From an optimization exercise on the open Yosys and OpenROAD flow, aimed at small area, a short achievable clock period and few clock cycles; shortcuts taken in it are not production practice.

==> inputs of run a <==
==> flow/design.v <==
`timescale 1ns/10ps
module  ATCONV(
	input		clk,
	input		reset,
	output	reg	busy,
	input		ready,
	output reg	[11:0]	iaddr,
	input signed [12:0]	idata,
	output	reg 	cwr,
	output  reg	[11:0]	caddr_wr,
	output  reg [12:0] 	cdata_wr,
	output	reg 	crd,
	output reg	[11:0] 	caddr_rd,
	input 	[12:0] 	cdata_rd,
	output reg 	csel
	);
reg       run;
reg [4:0] s;
reg [3:0] sn;              
reg       par;
reg [5:0] q;
reg [2:0] p;
reg       q0, q32, q33;    
reg       wr;              
always @(posedge clk or posedge reset) begin
	if (reset) begin
		busy <= 1'b0; run <= 1'b0;
		s <= 5'd31; sn <= 4'd0; par <= 1'b1; q <= 6'd33; p <= 3'd4;
		q0 <= 1'b0; q32 <= 1'b0; q33 <= 1'b1; wr <= 1'b1;
	end else if (!run) begin
		s <= 5'd31; sn <= 4'd0; par <= 1'b1; q <= 6'd33; p <= 3'd4;
		q0 <= 1'b0; q32 <= 1'b0; q33 <= 1'b1; wr <= 1'b1;
		if (ready) begin busy <= 1'b1; run <= 1'b1; end
	end else begin
		if (s[4] && !s[0] && q32 && p == 3'd2) begin busy <= 1'b0; run <= 1'b0; end
		wr <= par & q33 & (p == 3'd3 || p == 3'd4);
		if (p == 3'd5) begin
			p <= 3'd0;
			if (q33) begin
				q <= 6'd0; par <= ~par;
				q0 <= 1'b1; q32 <= 1'b0; q33 <= 1'b0;
				if (par) begin s <= s + 5'd1; sn <= sn + 4'd1; end
			end else begin
				q <= q + 6'd1;
				q0 <= 1'b0; q32 <= (q == 6'd31); q33 <= q32;
			end
		end else p <= p + 3'd1;
	end
end
wire        pr   = p[2];
wire [3:0]  sr   = wr ? sn : s[3:0];
wire [2:0]  S    = sr[3:1];
reg  [5:0]  rowc;
always @(*) begin
	case (p)
		3'd4:    rowc = (S == 3'd0) ? 6'd0 : {S - 3'd1, 2'd3, sr[0]};   
		3'd5:    rowc = {S, 2'd0, sr[0]};                              
		3'd0:    rowc = {S, 2'd1, sr[0]};
		3'd1:    rowc = {S, 2'd2, sr[0]};
		3'd2:    rowc = {S, 2'd3, sr[0]};
		default: rowc = (S == 3'd7) ? 6'd63 : {S + 3'd1, 2'd0, sr[0]};   
	endcase
end
wire [5:0]  colc = pr ? (q33 ? 6'd0  : (q32 ? 6'd63 : {q[4:0], par}))
                      : (q0  ? 6'd0  : (q33 ? 6'd63 : {q[4:0] - 5'd1, par}));
always @(posedge clk) iaddr <= {rowc, colc};
reg [11:0] D  [0:4];
reg [11:2] Dh [5:11];
reg [10:0] Eb;
reg [12:0] Ga, R6, X;
integer k;
always @(posedge clk) begin
	D[0] <= idata[11:0];
	for (k = 1; k <= 4; k = k + 1) D[k] <= D[k-1];
	Dh[5] <= D[4][11:2];
	for (k = 6; k <= 11; k = k + 1) Dh[k] <= Dh[k-1];
	Ga <= ~{1'b0, D[4]} + {4'b0, D[3][11:3]} + {4'b0, Dh[5][11:3]} + 13'd12;
	Eb <= {3'b0, Dh[9][11:4]} + {1'b0, Dh[10][11:2]} + {3'b0, Dh[11][11:4]};
	R6 <= Ga + {2'b0, Eb};
	X  <= R6 + {3'b0, D[0][11:2]} + {5'b0, D[1][11:4]};
end
wire [12:0] W    = X + {5'b0, D[0][11:4]};
wire [12:0] relu = {1'b0, W[12] ? ~W[11:0] : 12'd0};
wire [3:0]  sm1  = s[3:0] - 4'd1;
wire [3:0]  lsA  = par ? s[3:0] : sm1;
wire        hA   = q[0];
wire [4:0]  CA   = par ? q[5:1] - 5'd1 : {1'b1, q[4:1]};
wire [3:0]  lsW  = par ? s[3:0] : sm1;
wire        hW   = ~q[0];
wire [5:0]  qW   = par ? q - 6'd3 : q + 6'd31;
wire [4:0]  CW   = qW[5:1];
wire        actW = par ? (q >= 6'd3) : (q <= 6'd32);
wire        validW = actW & (par ? ~s[4] : (s[4:0] != 5'd0 && s[4:0] != 5'd31));
wire        firstW = ~lsW[0];
reg [12:0] accA, accB, heldA;
wire [2:0]  pc  = (p == 3'd0) ? 3'd5 : p - 3'd1;    
wire [11:0] rd  = cdata_rd[11:0];
wire [12:0] rdr = {{1'b0, rd[11:4]} + {8'b0, |rd[3:0]}, 4'b0};
always @(posedge clk) begin
	case (pc)
		3'd1: heldA <= cdata_rd;
		3'd2: accA <= rdr;
		3'd3: if ({1'b0, rd} > accA) accA <= rdr;
		3'd4: accB <= rdr;
		3'd5: if ({1'b0, rd} > accB) accB <= rdr;
		default: ;
	endcase
end
wire [12:0] VA = (!firstW && heldA > accA) ? heldA : accA;
wire [12:0] VB = (!firstW && cdata_rd > accB) ? cdata_rd : accB;
always @(posedge clk) begin
	crd <= 1'b1;
	if (p == 3'd0) begin
		cwr <= run & validW; csel <= 1'b1;
		caddr_wr <= {2'b0, lsW[3:1], hW, 1'b0, CW};
		caddr_rd <= {2'b0, lsW[3:1], hW, 1'b1, CW};
		cdata_wr <= VA;
	end else if (p == 3'd1) begin
		cwr <= run & validW; csel <= 1'b1;
		caddr_wr <= {2'b0, lsW[3:1], hW, 1'b1, CW};
		caddr_rd <= {2'b0, lsA[3:1], hA, 1'b0, CA};
		cdata_wr <= VB;
	end else begin
		cwr <= run & ~s[4] & (q >= 6'd2); csel <= 1'b0;
		caddr_wr <= {s[3:1], p[1:0] - 2'd2, s[0], q[4:0] - 5'd2, par};
		caddr_rd <= {lsA[3:1], hA, p[2], lsA[0], CA, p[0]};
		cdata_wr <= relu;
	end
end
endmodule
==> flow/flow/run.sh <==
#!/bin/bash
# Standard ORFS layout, but with plain buffers (buf_2) on the ports instead of
# the default port-buffer cell.
set -euo pipefail
export BUFFER_PORTS_ARGS="-buffer_cell sky130_fd_sc_hd__buf_2"
bash standard.sh "BUFFER_PORTS_ARGS=$BUFFER_PORTS_ARGS" finish > standard_flow.log 2>&1
==> flow/standard.sh <==
#!/bin/bash
# synth_recipe.tcl (not shown) runs the flow's synth.tcl, then flattens the netlist and writes it again
# the make line also repeats each setting of config.mk as NAME=value (left out here)
make -C /OpenROAD-flow-scripts/flow DESIGN_CONFIG=/design/flow/config.mk WORK_HOME=/design/flow/orfs CLKGATE_MAP_FILE= SYNTH_SCRIPT=/design/flow/synth_recipe.tcl "${@:-finish}"
==> flow/config.mk <==
export PLATFORM = sky130hd
export DESIGN_NAME = ATCONV
export DESIGN_NICKNAME = ATCONV
export VERILOG_FILES = /design/flow/design.v
export SDC_FILE = /design/flow/constraint.sdc
export NUM_CORES = 4
export LEC_CHECK = 0
export CAP_MARGIN = 20
export CORE_MARGIN = 2
export CORE_UTILIZATION = 40
export SETUP_SLACK_MARGIN = 4.1
export SLEW_MARGIN = 20
==> flow/constraint.sdc <==
create_clock -name core_clock -period 6.5 [get_ports {clk}]
set_input_delay 1.3000 -clock core_clock [delete_from_list [all_inputs] [get_ports {clk}]]
set_output_delay 1.3000 -clock core_clock [all_outputs]
set_load 0.01 [all_outputs]
==> inputs of run b, as changes to run a <==
==> flow/design.v (replaced) <==
`timescale 1ns/10ps
module  ATCONV(
	input		clk,
	input		reset,
	output	reg	busy,
	input		ready,
	output reg	[11:0]	iaddr,
	input signed [12:0]	idata,
	output	reg 	cwr,
	output  reg	[11:0]	caddr_wr,
	output  reg [12:0] 	cdata_wr,
	output	reg 	crd,
	output reg	[11:0] 	caddr_rd,
	input 	[12:0] 	cdata_rd,
	output reg 	csel
	);
reg [4:0] s;
reg       par;
reg [5:0] q;
reg [2:0] p;
always @(posedge clk or posedge reset) begin
	if (reset) begin
		busy <= 1'b0;
		s <= 5'd31; par <= 1'b1; q <= 6'd33; p <= 3'd4;
	end else if (!busy) begin
		s <= 5'd31; par <= 1'b1; q <= 6'd33; p <= 3'd4;
		if (ready) busy <= 1'b1;
	end else begin
		if (s == 5'd16 && q == 6'd32 && p == 3'd2) busy <= 1'b0;
		if (p == 3'd5) begin
			p <= 3'd0;
			if (q == 6'd33) begin
				q <= 6'd0; par <= ~par;
				if (par) s <= s + 5'd1;
			end else q <= q + 6'd1;
		end else p <= p + 3'd1;
	end
end
wire        pr   = p[2];
wire        endq = (q == 6'd33);
wire        wrs  = pr & endq & par;            
wire [4:0]  sr   = s + {4'd0, wrs};
wire [2:0]  j    = pr ? {2'b0, p[0]} : p + 3'd2;
wire [6:0]  rowp = {1'b0, sr[3:1], 3'b0} + {6'b0, sr[0]} + {3'b0, j, 1'b0};
wire [6:0]  colp = !pr ? {q, par} : (endq ? {6'd0, ~par} : {q + 6'd1, par});
wire [5:0]  rowc = (rowp < 7'd2) ? 6'd0 : (rowp > 7'd65 ? 6'd63 : rowp[5:0] - 6'd2);
wire [5:0]  colc = (colp < 7'd2) ? 6'd0 : (colp > 7'd65 ? 6'd63 : colp[5:0] - 6'd2);
always @(posedge clk) iaddr <= {rowc, colc};
reg [11:0] D  [0:6];
reg [11:2] Dh [7:13];
reg [10:0] E, Eb;
reg [12:0] Ga;
integer k;
always @(posedge clk) begin
	D[0] <= idata[11:0];
	for (k = 1; k <= 6; k = k + 1) D[k] <= D[k-1];
	Dh[7] <= D[6][11:2];
	for (k = 8; k <= 13; k = k + 1) Dh[k] <= Dh[k-1];
	E <= {3'b0, idata[11:4]} + {1'b0, D[0][11:2]} + {3'b0, D[1][11:4]};
	Ga <= {1'b0, D[6]} - {4'b0, D[5][11:3]} - {4'b0, Dh[7][11:3]} - 13'd12;
	Eb <= {3'b0, Dh[11][11:4]} + {1'b0, Dh[12][11:2]} + {3'b0, Dh[13][11:4]};
end
wire [12:0] V    = Ga - {2'b0, E} - {2'b0, Eb};
wire [12:0] relu = V[12] ? 13'd0 : V;
wire        actA = par ? (q >= 6'd2) : (q <= 6'd31);
wire [4:0]  lsA  = par ? s : s - 5'd1;
wire [5:0]  lgA  = par ? q - 6'd2 : q + 6'd32;
wire        actW = par ? (q >= 6'd3) : (q <= 6'd32);
wire [4:0]  lsW  = par ? s : s - 5'd1;
wire [5:0]  lgW  = par ? q - 6'd3 : q + 6'd31;
wire        validW = actW & ~lsW[4];
wire        firstW = ~lsW[0];
reg [11:0] accA, accB;
reg [12:0] heldA;
wire [2:0] pc = (p == 3'd0) ? 3'd5 : p - 3'd1;    
wire [11:0] rd = cdata_rd[11:0];
always @(posedge clk) begin
	case (pc)
		3'd1: heldA <= cdata_rd;
		3'd2: accA <= rd;
		3'd3: if (rd > accA) accA <= rd;
		3'd4: accB <= rd;
		3'd5: if (rd > accB) accB <= rd;
		default: ;
	endcase
end
function [12:0] rnd16(input [11:0] m);
	rnd16 = {{1'b0, m[11:4]} + {8'b0, |m[3:0]}, 4'b0};
endfunction
wire [12:0] rA = rnd16(accA);
wire [12:0] rB = rnd16(accB);
wire [12:0] VA = (!firstW && heldA > rA) ? heldA : rA;
wire [12:0] VB = (!firstW && cdata_rd > rB) ? cdata_rd : rB;
always @(posedge clk) begin
	crd <= 1'b1;
	if (p == 3'd0) begin
		cwr <= busy & validW; csel <= 1'b1;
		caddr_wr <= {2'b0, lsW[3:1], lgW[0], 1'b0, lgW[5:1]};
		caddr_rd <= {2'b0, lsW[3:1], lgW[0], 1'b1, lgW[5:1]};
		cdata_wr <= VA;
	end else if (p == 3'd1) begin
		cwr <= busy & validW; csel <= 1'b1;
		caddr_wr <= {2'b0, lsW[3:1], lgW[0], 1'b1, lgW[5:1]};
		caddr_rd <= {2'b0, lsA[3:1], lgA[0], 1'b0, lgA[5:1]};
		cdata_wr <= VB;
	end else begin
		cwr <= busy & ~s[4] & (q >= 6'd2); csel <= 1'b0;
		caddr_wr <= {s[3:1], p[1:0] - 2'd2, s[0], q[4:0] - 5'd2, par};
		caddr_rd <= {lsA[3:1], lgA[0], p[2], lsA[0], lgA[5:1], p[0]};
		cdata_wr <= relu;
	end
end
endmodule
==> flow/run.sh (new file) <==
#!/bin/bash
# synth_recipe.tcl (not shown) runs the flow's synth.tcl, then flattens the netlist and writes it again
# the make line also repeats each setting of config.mk as NAME=value (left out here)
make -C /OpenROAD-flow-scripts/flow DESIGN_CONFIG=/design/flow/config.mk WORK_HOME=/design/flow/orfs CLKGATE_MAP_FILE= SYNTH_SCRIPT=/design/flow/synth_recipe.tcl finish
- SETUP_SLACK_MARGIN: 4.1 -> not set
removed: flow/flow/run.sh
removed: flow/standard.sh
==> notes.md <==
outcome timing/DRC/antenna clean; crit path from Dh[5][4]$_DFF_P_; Largest Register Dh; Critical Path Max Stage Delay 0.43 ns; Fillers 2713; ys async rst share under 10%; vias in the first global route 8160; post-CTS setup buffer count 17; Syn Inst Count approximately 1100; Synth top cells by count dfxtp_1 (229), ha_1 (98), inv_1 (95); critical path cell sequence inv_2 > fa_2 > inv_2 > fa_1 > ha_2 > a21o_1 > a21oi_2 > o21ai_2 > or4_4 > and3_4 > a311oi_2
(the above is from run a)
==> notes.md <==
Fillers 2771; outcome timing/DRC/antenna clean; post-CTS setup buffer count 0; Syn Inst Count roughly 1100; Synth top cells by count dfxtp_1 (238), inv_1 (121), ha_1 (111)
(the above is from run b)
No run of this note included a check of the RTL's function; only the layout flow was run.

-- static timing again, ports no longer ideal --
Ports are ideal in the flow. The routed layouts listed here were re-timed in OpenROAD. Step 1 sets driving cells, clkbuf_16 on the clock port and buf_2 on the other inputs (assumed; they add their load-dependent delay and slew). Step 2, shift: input delay + t, output delay - t, t = (earliest + latest rising clock arrival at the registers) / 2. This alone moves slack from input paths to output paths. Three values: no drivers, after step 1, after step 2; two values: the first two.
run	t (ns)	slack for setup (ns)	hold WS [ns]	clock arrival spread, ns	worst slew at a driven data input, ns
run a	0.595	3.766 / 3.766 / 3.228	0.321 / 0.321 / 0.321	0.012 / 0.013	0.06
run b	0.609	2.427 / 2.427 / 2.214	0.316 / 0.316 / 0.316	0.020 / 0.019	0.04
After both steps setup and hold are still met in every run listed. For run a, which loses most, drivers alone change the setup slack by 0.000 ns; drivers and shift together by -0.538 ns.
